Source: an optimization exercise on an open RTL-to-GDS flow (aim: small area). Production flows keep margins and buffers that such runs may drop.
Only simulation tests tie the RTL to the original design; equivalence was not proved.
The clock cells of this run come from the design's own scripts or RTL, not from TritonCTS.
No driver is modelled on the clock port, so clock power and skew are understated where the tree is cut down; a real chip needs a root buffer or a tree.
Power is estimated from default activity; no workload was simulated.

$ cat flow/design.v
`timescale 1ns / 1ps
module Project10_Pong_Top
  (input  i_Clk,
   input  i_Rst,
   input  i_UART_RX,
   input  i_Switch_1,
   input  i_Switch_2,
   input  i_Switch_3,
   input  i_Switch_4,
   output o_VGA_HSync,
   output o_VGA_VSync,
   output o_VGA_Red_0,
   output o_VGA_Red_1,
   output o_VGA_Red_2,
   output o_VGA_Grn_0,
   output o_VGA_Grn_1,
   output o_VGA_Grn_2,
   output o_VGA_Blu_0,
   output o_VGA_Blu_1,
   output o_VGA_Blu_2);
  function automatic [16:0] inc(input [16:0] q, input cin);
    integer i;
    reg c;
    begin
      c = cin;
      for (i = 0; i < 17; i = i + 1) begin
        inc[i] = q[i] ^ c;
        c = c & q[i];
      end
    end
  endfunction
  function automatic [3:0] score_next(input [3:0] s, input en);
    score_next = s ^ {en & (s[3] | (s[2] & s[1] & s[0])), en & s[1] & s[0], en & s[0], en & ~s[3]};
  endfunction
  function automatic in_paddle(input [4:0] a, input [4:0] p);
    integer i;
    reg b;
    reg [4:0] d;
    begin
      b = 1'b0;
      for (i = 0; i < 5; i = i + 1) begin
        d[i] = a[i] ^ p[i] ^ b;
        b = (~a[i] & p[i]) | (~(a[i] ^ p[i]) & b);
      end
      in_paddle = ~b & ~(d[4] | d[3]) & ~(d[2] & d[1] & d[0]);
    end
  endfunction
  localparam [11:0] U_MID_M = 12'hB7F, U_MID_V = 12'h303;
  localparam [11:0] U_ID2_M = 12'hBDF, U_ID2_V = 12'h113;
  reg [11:0] r_U;
  wire       w_U_Idle2 = ((r_U & U_ID2_M) == U_ID2_V);
  wire       w_U_Idle  = ~|r_U[10:0] | w_U_Idle2;
  wire       w_U_Mid   = ((r_U & U_MID_M) == U_MID_V);
  wire       w_U_Start = w_U_Idle & ~i_UART_RX;
  wire       w_Rx_Early = w_U_Idle2;    
  always @(posedge i_Clk) begin
    if (i_Rst || (w_U_Mid && i_UART_RX) || w_U_Idle2)
      r_U <= {11'd0, ~i_Rst & w_U_Start};
    else
      r_U <= {r_U[10:0], (r_U[11] ^ r_U[10]) | w_U_Start};
  end
  localparam [14:0] DB_START = 15'd2935;
  localparam [14:0] DB_END_M = 15'h7B3F, DB_END_V = 15'h612E;
  reg [14:0] r_Db;
  wire       w_Db_En = ((r_Db & DB_END_M) == DB_END_V);
  reg  [3:0] r_Q0, r_Q1, r_Q2;
  wire [3:0] w_Pb = r_Q1 & ~r_Q2;
  always @(posedge i_Clk)
    if (i_Rst || w_Db_En) r_Db <= DB_START;
    else                  r_Db <= {r_Db[13:0], r_Db[14] ^ r_Db[13]};
  always @(posedge i_Clk)
    if (i_Rst) begin
      r_Q0 <= 0;
      r_Q1 <= 0;
      r_Q2 <= 0;
    end else if (w_Db_En) begin
      r_Q0 <= {i_Switch_4, i_Switch_3, i_Switch_2, i_Switch_1};
      r_Q1 <= r_Q0;
      r_Q2 <= r_Q1;
    end
  localparam [16:0] MV_START = 17'd67690, MV_END_M = 17'h1FFF6;
  function automatic [16:0] mv_step(input [16:0] q);
    mv_step = {q[15:0], q[16] ^ q[13]};
  endfunction
  reg [16:0] r_P1_Cnt, r_P2_Cnt;
  reg  [4:0] r_P1_Y, r_P2_Y;
  wire       w_P1_En  = w_Pb[0] ^ w_Pb[1];
  wire       w_P2_En  = w_Pb[2] ^ w_Pb[3];
  wire       w_P1_Lim = ~|(r_P1_Cnt & MV_END_M);
  wire       w_P2_Lim = ~|(r_P2_Cnt & MV_END_M);
  wire       w_P1_Dec = w_Pb[0] & w_P1_Lim & (|r_P1_Y);
  wire       w_P1_Inc = ~w_P1_Dec & w_Pb[1] & w_P1_Lim &
                        ~(r_P1_Y[4] & r_P1_Y[2] & r_P1_Y[1] & r_P1_Y[0]);
  wire       w_P2_Dec = w_Pb[2] & w_P2_Lim & (|r_P2_Y);
  wire       w_P2_Inc = ~w_P2_Dec & w_Pb[3] & w_P2_Lim &
                        ~(r_P2_Y[4] & r_P2_Y[2] & r_P2_Y[1] & r_P2_Y[0]);
  always @(posedge i_Clk)
    if (i_Rst) r_P1_Cnt <= MV_START;
    else if (w_P1_En) r_P1_Cnt <= w_P1_Lim ? MV_START : mv_step(r_P1_Cnt);
  always @(posedge i_Clk)
    if (i_Rst) r_P2_Cnt <= MV_START;
    else if (w_P2_En) r_P2_Cnt <= w_P2_Lim ? MV_START : mv_step(r_P2_Cnt);
  always @(posedge i_Clk) begin
    r_P1_Y <= {5{~i_Rst}} & (r_P1_Y + {{4{w_P1_Dec}}, w_P1_Dec | w_P1_Inc});
    r_P2_Y <= {5{~i_Rst}} & (r_P2_Y + {{4{w_P2_Dec}}, w_P2_Dec | w_P2_Inc});
  end
  reg  [2:0] r_SM;
  reg  [3:0] r_P1_Score, r_P2_Score;    
  wire       w_Active = r_SM[0] & ~r_SM[1] & ~r_SM[2];
  reg [16:0] r_B_Cnt;
  reg  [5:0] r_B_X;
  reg  [4:0] r_B_Y;
  reg        r_B_DX, r_B_DY;
  wire       w_B_Lim = ~|(r_B_Cnt & MV_END_M);
  wire       w_B_Edge = ~|r_B_X | (r_B_X[5] & r_B_X[2] & r_B_X[1] & r_B_X[0]);
  wire [4:0] w_Edge_Paddle = r_B_X[5] ? r_P2_Y : r_P1_Y;
  wire       w_Miss = w_B_Edge & ~in_paddle(r_B_Y, w_Edge_Paddle);
  wire       w_Idle_Or_Cleanup = ~r_SM[1] & ~r_SM[0];
  wire       w_Start = r_SM[2] & r_SM[0];    
  wire       w_Go = w_Idle_Or_Cleanup & w_Rx_Early;
  wire       w_First = r_SM[1] & r_SM[0];    
  wire       w_P1_Wins = r_SM[1] & ~r_SM[2] & ~r_SM[0];
  wire       w_P2_Wins = r_SM[1] & r_SM[2];
  wire [2:0] w_SM_Next;
  assign w_SM_Next[0] = w_Go | w_Start | (w_Active & ~w_Miss);
  assign w_SM_Next[1] = (w_Active & w_Miss) | (w_P1_Wins & r_P1_Score[3]) |
                        (w_P2_Wins & r_P2_Score[3]);
  assign w_SM_Next[2] = w_Go | (w_Active & w_Miss & ~r_B_X[5]) | w_P2_Wins |
                        (w_P1_Wins & ~r_P1_Score[3]);
  always @(posedge i_Clk) begin
    r_SM       <= i_Rst ? 3'b011 : w_SM_Next;
    r_P1_Score <= {4{~i_Rst}} & score_next(r_P1_Score, w_P1_Wins);
    r_P2_Score <= {4{~i_Rst}} & score_next(r_P2_Score, w_P2_Wins);
  end
  always @(posedge i_Clk)
    if (i_Rst) r_B_Cnt <= MV_START;
    else if (w_Active) r_B_Cnt <= w_B_Lim ? MV_START : mv_step(r_B_Cnt);
  wire       w_Bounce_X = r_B_DX ? (r_B_X[5] & r_B_X[2] & r_B_X[1] & r_B_X[0]) : ~|r_B_X;
  wire       w_Bounce_Y = r_B_DY ? (r_B_Y[4] & r_B_Y[3] & r_B_Y[2] & r_B_Y[0]) : ~|r_B_Y;
  wire       w_New_DX = r_B_DX ^ w_Bounce_X;
  wire       w_New_DY = r_B_DY ^ w_Bounce_Y;
  wire [5:0] w_XC = r_B_X ^ {6{~w_New_DX}};
  wire [4:0] w_YC = r_B_Y ^ {5{~w_New_DY}};
  wire [5:0] w_XT = {&w_XC[4:0], &w_XC[3:0], &w_XC[2:0], &w_XC[1:0], w_XC[0], 1'b1} & {6{w_B_Lim}};
  wire [4:0] w_YT = {&w_YC[3:0], &w_YC[2:0], &w_YC[1:0], w_YC[0], 1'b1} & {5{w_B_Lim}};
  wire       w_B_Hold = i_Rst | ~w_Active;    
  always @(posedge i_Clk) begin
    r_B_X  <= w_B_Hold ? 6'd20 : r_B_X ^ w_XT;
    r_B_Y  <= w_B_Hold ? 5'd15 : r_B_Y ^ w_YT;
    r_B_DX <= ~w_B_Hold & (w_B_Lim ? w_New_DX : r_B_DX);
    r_B_DY <= w_B_Hold | (w_B_Lim ? w_New_DY : r_B_DY);
  end
  reg [9:0] r_Col, r_Row;
  wire      w_Col_End = &{r_Col[9:8], r_Col[4:0]};    
  wire      w_Row_End = r_Row[9] & r_Row[3] & r_Row[2];   
  wire [16:0] w_Col_Inc = inc({7'd0, r_Col}, ~w_First);
  wire [16:0] w_Row_Inc = inc({7'd0, r_Row}, w_Col_End);
  always @(posedge i_Clk) begin
    r_Col <= (i_Rst | w_Col_End) ? 10'd0 : w_Col_Inc[9:0];
    r_Row <= (i_Rst | (w_Col_End & w_Row_End)) ? 10'd0 : w_Row_Inc[9:0];
  end
  wire [5:0] w_Col_Div = r_Col[9:4];
  wire [5:0] w_Row_Div = r_Row[9:4];
  wire w_Draw_Ball   = (w_Col_Div == r_B_X) && (w_Row_Div == {1'b0, r_B_Y});
  wire w_Col_Paddle  = (w_Col_Div == 6'd0) | (w_Col_Div == 6'd39);
  wire [4:0] w_Col_Paddle_Y = w_Col_Div[5] ? r_P2_Y : r_P1_Y;
  wire w_Draw_Paddle = w_Col_Paddle & ~w_Row_Div[5] & in_paddle(w_Row_Div[4:0], w_Col_Paddle_Y);
  reg r_Draw, r_Vid1, r_Vid2;
  always @(posedge i_Clk)
    if (i_Rst) begin
      r_Draw <= 1'b0;
      r_Vid1 <= 1'b0;
      r_Vid2 <= 1'b0;
    end else begin
      r_Draw <= w_Draw_Ball | w_Draw_Paddle;
      r_Vid1 <= r_Draw;
      r_Vid2 <= r_Vid1;
    end
  wire w_HS_Low = (r_Col >= 10'd661) && (r_Col <= 10'd752);
  wire w_VS_Low = (r_Row == 10'd490 && r_Col >= 10'd3) || (r_Row == 10'd491) ||
                  (r_Row == 10'd492 && r_Col <= 10'd2);
  assign o_VGA_HSync = ~w_First & ~w_HS_Low;
  assign o_VGA_VSync = ~w_First & ~w_VS_Low;
  assign o_VGA_Red_0 = r_Vid2;
  assign o_VGA_Red_1 = r_Vid2;
  assign o_VGA_Red_2 = r_Vid2;
  assign o_VGA_Grn_0 = r_Vid2;
  assign o_VGA_Grn_1 = r_Vid2;
  assign o_VGA_Grn_2 = r_Vid2;
  assign o_VGA_Blu_0 = r_Vid2;
  assign o_VGA_Blu_1 = r_Vid2;
  assign o_VGA_Blu_2 = r_Vid2;
endmodule
$ cat flow/flow/run.sh
#!/bin/bash
# The standard layout (the standard.sh, standard synthesis unchanged),
# with two changes to how the layout is made:
#  - the ports are buffered with sky130_fd_sc_hd__buf_1;
#  - the clock tree is built by flow/cts.tcl (flow/mycts.tcl) instead of
#    TritonCTS: the clock port drives 3 inverters, which drive 8 leaf
#    inverters, each driving a group of about 18 flip-flops (two
#    inversions, so every flip-flop sees the clock's own polarity).
# Each tool's full log: ORFS's under orfs/logs/, make's output in
# place.log and finish.log, the clock tree step's in cts.log.
set -euo pipefail
here=$(pwd)
bash standard.sh BUFFER_PORTS_ARGS="-buffer_cell sky130_fd_sc_hd__buf_1" place > place.log 2>&1
RESULTS_DIR=$here/orfs/results/sky130hd/Project10_Pong_Top/base \
CLK_NLEAF=8 CLK_NTOP=3 CLK_LEAF=sky130_fd_sc_hd__inv_8 CLK_TOP=sky130_fd_sc_hd__inv_2 \
  openroad -no_init -exit flow/cts.tcl > cts.log 2>&1
sleep 1
touch orfs/results/sky130hd/Project10_Pong_Top/base/4_cts.odb orfs/results/sky130hd/Project10_Pong_Top/base/4_cts.sdc
bash standard.sh BUFFER_PORTS_ARGS="-buffer_cell sky130_fd_sc_hd__buf_1" finish > finish.log 2>&1
$ cat flow/flow/cts.tcl
# Clock tree step run in place of ORFS's TritonCTS step: reads the placed
# design, builds the clock tree of mycts.tcl, legalizes, repairs hold if
# needed and writes the files ORFS's cts step would (4_1_cts.odb,
# 4_cts.odb, 4_cts.sdc).
set res $::env(RESULTS_DIR)
set plat $::env(FLOW_HOME)/platforms/sky130hd
read_liberty $plat/lib/sky130_fd_sc_hd__tt_025C_1v80.lib
read_db $res/3_place.odb
read_sdc $res/3_place.sdc
source $plat/setRC.tcl

source [file dirname [info script]]/mycts.tcl

detailed_placement
check_placement -verbose
set_propagated_clock [all_clocks]
estimate_parasitics -placement

set worst 0
foreach pin [get_pins -of_objects [all_registers] -filter "is_clock==1"] {
  set s [get_property $pin slew_max]
  if {$s > $worst} { set worst $s }
}
puts "cts: largest flip-flop clock-pin slew (placement estimate) $worst"
report_clock_skew
report_worst_slack -min
report_worst_slack -max

if {[sta::worst_slack -min] < 0} {
  puts "cts: repairing hold"
  set_dont_use {sky130_fd_sc_hd__probe_p_8 sky130_fd_sc_hd__probec_p_8 sky130_fd_sc_hd__lpflow_*}
  repair_timing -hold
  detailed_placement
  check_placement -verbose
  report_worst_slack -min
}

write_db $res/4_1_cts.odb
write_sdc -no_timestamp $res/4_cts.sdc
file copy -force $res/4_1_cts.odb $res/4_cts.odb
file mtime $res/4_cts.sdc [clock seconds]
$ cat flow/flow/mycts.tcl
# Manual clock tree. The flip-flops are split into CLK_NLEAF groups by
# balanced k-means on their placed positions; each group is driven by one
# leaf cell (CLK_LEAF, a buffer or an inverter). With CLK_NTOP > 0 the leaf
# cells are split the same way into CLK_NTOP groups, each driven by one
# CLK_TOP cell; the clock port drives the top cells (or the leaf cells when
# CLK_NTOP is 0). With inverters, use them at both levels.
proc env_or {name def} { if {[info exists ::env($name)]} { return $::env($name) } ; return $def }

# pts: list of {x y}; returns {assignment centres}. Balanced k-means: each
# group holds at most ceil(n/k) + slack points.
proc kmeans {pts k {slack 1}} {
  set n [llength $pts]
  set cap [expr {($n + $k - 1) / $k + $slack}]
  set sorted [lsort -real -index 0 $pts]
  set cs {}
  for {set j 0} {$j < $k} {incr j} {
    lappend cs [lindex $sorted [expr {int(($j + 0.5) * $n / $k)}]]
  }
  set asg {}
  for {set iter 0} {$iter < 60} {incr iter} {
    # all point/centre pairs by distance, assigned greedily within capacity
    set pairs {}
    set i 0
    foreach p $pts {
      for {set j 0} {$j < $k} {incr j} {
        set c [lindex $cs $j]
        lappend pairs [list [expr {abs([lindex $p 0] - [lindex $c 0]) + abs([lindex $p 1] - [lindex $c 1])}] $i $j]
      }
      incr i
    }
    set asg [lrepeat $n -1]
    set sc [lrepeat $k 0]
    foreach pr [lsort -real -index 0 $pairs] {
      lassign $pr d i j
      if {[lindex $asg $i] >= 0 || [lindex $sc $j] >= $cap} { continue }
      lset asg $i $j
      lset sc $j [expr {[lindex $sc $j] + 1}]
    }
    set sx [lrepeat $k 0.0]; set sy [lrepeat $k 0.0]
    set i 0
    foreach p $pts {
      set j [lindex $asg $i]
      lset sx $j [expr {[lindex $sx $j] + [lindex $p 0]}]
      lset sy $j [expr {[lindex $sy $j] + [lindex $p 1]}]
      incr i
    }
    set new {}
    for {set j 0} {$j < $k} {incr j} {
      if {[lindex $sc $j] > 0} {
        lappend new [list [expr {[lindex $sx $j] / [lindex $sc $j]}] [expr {[lindex $sy $j] / [lindex $sc $j]}]]
      } else {
        lappend new [lindex $cs $j]
      }
    }
    if {$new == $cs} { break }
    set cs $new
  }
  return [list $asg $cs]
}

proc add_buffer {block master name innet x y} {
  set inst [odb::dbInst_create $block $master $name]
  set net [odb::dbNet_create $block "${name}_net"]
  $net setSigType CLOCK
  [$inst findITerm A] connect $innet
  set out [$inst findITerm X]
  if {$out == "NULL"} { set out [$inst findITerm Y] }
  $out connect $net
  set w [[$inst getMaster] getWidth]
  set h [[$inst getMaster] getHeight]
  $inst setLocation [expr int($x - $w / 2)] [expr int($y - $h / 2)]
  $inst setPlacementStatus PLACED
  return $net
}

set nleaf [env_or CLK_NLEAF 8]
set ntop [env_or CLK_NTOP 2]
set leafcell [env_or CLK_LEAF sky130_fd_sc_hd__clkbuf_8]
set topcell [env_or CLK_TOP sky130_fd_sc_hd__clkbuf_8]
set db [ord::get_db]
set block [ord::get_db_block]
set clknet [$block findNet [env_or CLK_PORT i_Clk]]

set sinks {}
set pts {}
foreach it [$clknet getITerms] {
  set bb [[$it getInst] getBBox]
  lappend sinks $it
  lappend pts [list [expr ([$bb xMin] + [$bb xMax]) / 2.0] [expr ([$bb yMin] + [$bb yMax]) / 2.0]]
}
puts "mycts: [llength $sinks] clock sinks, $nleaf x $leafcell leaves, $ntop x $topcell tops"
lassign [kmeans $pts $nleaf] lasg lcs
set lcnt [lrepeat $nleaf 0]
foreach a $lasg { lset lcnt $a [expr [lindex $lcnt $a] + 1] }
puts "mycts: leaf group sizes $lcnt"

set topnets {}
if {$ntop > 0} {
  lassign [kmeans $lcs $ntop] tasg tcs
  for {set t 0} {$t < $ntop} {incr t} {
    set c [lindex $tcs $t]
    lappend topnets [add_buffer $block [$db findMaster $topcell] "clkbuf_top_$t" $clknet [lindex $c 0] [lindex $c 1]]
  }
}
set leafnets {}
for {set j 0} {$j < $nleaf} {incr j} {
  set c [lindex $lcs $j]
  set drv $clknet
  if {$ntop > 0} { set drv [lindex $topnets [lindex $tasg $j]] }
  lappend leafnets [add_buffer $block [$db findMaster $leafcell] "clkbuf_leaf_$j" $drv [lindex $c 0] [lindex $c 1]]
}
set i 0
foreach it $sinks {
  $it disconnect
  $it connect [lindex $leafnets [lindex $lasg $i]]
  incr i
}
$ cat flow/standard.sh
#!/bin/bash
# synth_recipe.tcl (not shown) runs the flow's synth.tcl, then flattens the netlist and writes it again
# the make line also repeats each setting of config.mk as NAME=value (left out here)
make -C /OpenROAD-flow-scripts/flow DESIGN_CONFIG=/design/flow/config.mk WORK_HOME=/design/flow/orfs CLKGATE_MAP_FILE= SYNTH_SCRIPT=/design/flow/synth_recipe.tcl "${@:-finish}"
$ cat flow/config.mk
export PLATFORM = sky130hd
export DESIGN_NAME = Project10_Pong_Top
export DESIGN_NICKNAME = Project10_Pong_Top
export VERILOG_FILES = /design/flow/design.v
export SDC_FILE = /design/flow/constraint.sdc
export NUM_CORES = 4
export LEC_CHECK = 0
export CAP_MARGIN = 20
export CORE_MARGIN = 2
export CORE_UTILIZATION = 80
export PLACE_DENSITY = 0.85
export SLEW_MARGIN = 20
$ cat flow/constraint.sdc
create_clock -name core_clock -period 10.0 [get_ports {i_Clk}]
set_input_delay 2.0000 -clock core_clock [delete_from_list [all_inputs] [get_ports {i_Clk}]]
set_output_delay 2.0000 -clock core_clock [all_outputs]
set_load 0.01 [all_outputs]
==> load_flow_metrics.sql <==
INSERT INTO impl_metrics (metric_group, metric, value, unit) VALUES
('placement', 'placed_wire_length_estimate_after_detailed_placement', '8.98', 'mm'),
('run_status', 'run_status', 'timing/DRC/antenna clean', ''),
('grt', 'global_route.usage.total', '28.2', '%'),
('power', 'power_leakage', '2.72', 'nW'),
('placement', 'numPortBuffers', '17', ''),
('layout', 'layout.cells.most_common', 'sky130_fd_sc_hd__dfxtp_1', ''),
('layout', 'num-nets-final', '755', ''),
('power', 'power.switching_fraction', '26.4', '%'),
('grt', 'wire_length_of_the_first_global_routing_pass', '21.0', 'mm'),
('route', 'dr_wl_met2', '6.43', 'mm'),
('layout', 'final_layout_size_suffix_gt1_share', '3.96', '%'),
('clock_network', 'cts.reportedPaths.clkPinSlew', '0.10', 'ns'),
('setup_path', 'start_kind', 'register', ''),
('setup_path', 'crit_required', '8.00', 'ns'),
('route', 'antenna_viol_nets_final', '0', ''),
('sta', 'timing.final.setup_violations', '0', ''),
('route', 'initialDrtViolationCount', '291', ''),
('power', 'vdd.ir_drop.worst', '0.130', 'mV'),
('route', 'post-route-drc-count', '0', ''),
('clock_network', 'worst_skew_pair.late_latency', '0.25', 'ns'),
('synth', 'avg_cell_area_syn', '9.17', 'sq um'),
('worst_hold_path', 'timing.hold.worst_path_depth', '2', ''),
('route', 'detail_route.wirelength', '12.5', 'mm'),
('power', 'fin_total_pwr', '0.873', 'mW'),
('synth', 'synth_nets', '763', ''),
('power', 'seq_power_share', '69.5', '%'),
('route', 'routed.top_layer', 'met4', ''),
('worst_hold_path', 'hold_path_end', 'r_B_Cnt[15]', ''),
('sta', 'slew_viol_final', '0', ''),
('power', 'p_per_area', '130', 'mW/mm^2'),
('power', 'power.switching', '0.231', 'mW'),
('sta', 'rsz0062_at_grt', 'false', ''),
('layout', 'area_delta_synth_final', '1.92', '%'),
('grt', 'grt_start_max_net_pins', '70', ''),
('synth', 'seq_area_frac_synth', '44.8', '%'),
('setup_path', 'regToRegSetupSlack', '6.22', 'ns'),
('synth', 'post_synth_instance_area', '0.00657', 'sq mm'),
('power', 'comb_power_share', '4.4', '%'),
('grt', 'number_of_global_route_vias_before_repair', '4735', ''),
('route', 'vias', '4890', ''),
('flow_run', 'cap_violations', '0', ''),
('synth', 'fraction_of_registers_with_async_set_reset', '0', '%'),
('route', 'wl_met1', '5.27', 'mm'),
('power', 'internal_power', '0.642', 'mW'),
('worst_hold_path', 'hold_path.class', 'register to register', ''),
('grt', 'grt_antenna_before_repair', '0', ''),
('setup_path', 'timing.critical_path.fanout_max', '11', ''),
('route', 'detail_route.first_pass.iterations', '6', ''),
('synth', 'synth-main-ff-cell', 'sky130_fd_sc_hd__dfxtp_1', ''),
('floorplanning', 'num_rows', '33', ''),
('sta', 'fin_setup_tns', '0', 'ns'),
('setup_path', 'wp_data_arrival', '2.01', 'ns'),
('setup_path', 'r2r.worst_path.cells', '13', ''),
('synth', 'synth_largest_area_cell', 'sky130_fd_sc_hd__dfxtp_1', ''),
('sta', 'timing_worst_slew_pin_value', '0.853', 'ns'),
('setup_path', 'regToRegEndpoint', 'r_SM[0]', ''),
('placement', 'gpl.final_weighted_congestion', '0.851', ''),
('floorplanning', 'dieWidth', '94.7', 'um'),
('sta', 'layout_min_cycle_time', '4.01', 'ns'),
('worst_hold_path', 'worst_hold_startpoint', 'r_B_Cnt[14]', ''),
('layout', 'antenna_cells', '0', ''),
('synth', 'syn-instance-count', '717', ''),
('sta', 'timing.slew.headroom', '43.0', '%'),
('floorplanning', 'die_y', '94.7', 'um'),
('floorplanning', 'die_area', '0.00896', 'sq mm'),
('setup_path', 'crit_path_end_kind', 'primary output', ''),
('synth', 'synth_cell_type_count', '55', ''),
('sta', 'finalClockSkew', '0.0619', 'ns'),
('sta', 'timing.final.crit_share', '40.1', '%'),
('layout', 'most-common-layout-cells', 'sky130_fd_sc_hd__dfxtp_1, sky130_fd_sc_hd__nand2_1, sky130_fd_sc_hd__nor2_1', ''),
('synth', 'netlist.area_leader.share', '44.8', '%');
## stage by stage
stage	instances	util (%)	area (sq um)	hold slack, ns	worst slack (ns)
2_1_floorplan	717	-	6570	0.386	6.45
3_3_place_gp	801	81.5	6600	0.394	6.25
3_5_place_dp	801	81.5	6600	0.416	6.19
5_1_grt	812	82.8	6700	0.434	5.89
6_report	812	82.8	6700	0.422	5.99
## power groups by stage
stage                     registers, mW  logic, mW  clock network, mW
after floorplan                   0.616     0.0330                  0
after global placement            0.619     0.0365                  0
after detailed placement          0.620     0.0386                  0
after global routing              0.609     0.0434              0.253
final                             0.607     0.0387              0.227
## area by class of cell
class,instances,area [sq um]
fill,523,1390
inverter,26,158
multi-input combinational,514,3380
sequential,147,2940
tap,105,131
timing repair buffer,20,87.6
## worst max-delay path by stage
stage,start,to,slack (ns),cells after the start
after detailed placement,i_Rst,r_Db[3],6.19,4
after global placement,i_Rst,r_Db[14],6.25,4
final,r_Col[9],o_VGA_VSync,5.99,6
after global routing,r_Col[9],o_VGA_VSync,5.89,6
after floorplan,r_Col[9],o_VGA_VSync,6.45,6
## synthesized netlist by cell type (all sizes together) (12+ instances only)
cell	count
o22ai	12
and2	34
dfxtp	147
a21oi	51
nor3	19
nor2b	15
nor4	13
nand2b	21
nand3	12
mux2i	15
nand4	17
nand2	83
clkbuf	30
ha	29
xnor2	31
nor2	54
inv	15
## cells by family after synthesis
logic type	count (synthesis)	share of synthesized area (%)
buf+inv	56	3.81
fa+ha+maj	39	8.56
xor+xnor	42	5.60
mux	22	3.48
compound gates	110	10.3
flops	147	44.8
simple gates	301	23.5
## metal layers
| layer | GRT usage, % | vias up |
|---|---|---|
| li1 | - | 2446 |
| met1 | 33.7 | 2305 |
| met2 | 54.1 | 108 |
| met3 | 2.55 | 31 |
| met4 | 7.00 | 0 |
| met5 | 0 | - |
## state kept, by name, indices dropped and copies added (netlist names), 3 cells and up
name        flops
r_Q2            4
r_P2_Y          5
r_SM            3
r_P2_Score      4
r_B_Y           5
r_P1_Y          5
r_P1_Score      4
r_Row          10
r_Q1            4
r_B_X           6
r_U            12
r_P1_Cnt       17
r_Q0            4
r_Col          10
r_Db           15
r_B_Cnt        17
r_P2_Cnt       17
## critical path: stages, from the launching register on
cell and delay [ns]:
sky130_fd_sc_hd__dfxtp_1 0.48, sky130_fd_sc_hd__nor4_1 0.57, sky130_fd_sc_hd__nand4_1 0.15, sky130_fd_sc_hd__nor2_1 0.11, sky130_fd_sc_hd__a21oi_1 0.05, sky130_fd_sc_hd__o41a_1 0.30, sky130_fd_sc_hd__buf_1 0.13

-- static timing again, ports no longer ideal --
The results above use ideal ports. As a check the final layout listed here was re-extracted and re-timed, cells and wires unchanged. Step 1 (the two cells are an assumption about what drives the block):
set clk [get_ports {i_Clk}]
set_driving_cell -lib_cell sky130_fd_sc_hd__clkbuf_16 $clk
set_driving_cell -lib_cell sky130_fd_sc_hd__buf_2 [delete_from_list [all_inputs] $clk]
Step 2, shift: input delay + t, output delay - t, t = (earliest + latest rising clock arrival at the registers) / 2. This alone moves slack from input paths to output paths. Slacks: ideal / step 1 / step 2; pairs: ideal / step 1.
shift t [ns]: 0.276
slack for setup (ns): 5.985 / 5.926 / 6.183
worst setup path after step 2: input to register
After both steps this run still meets setup and hold. The setup slack of this run moves by -0.059 ns with the drivers and by +0.198 ns with both steps.
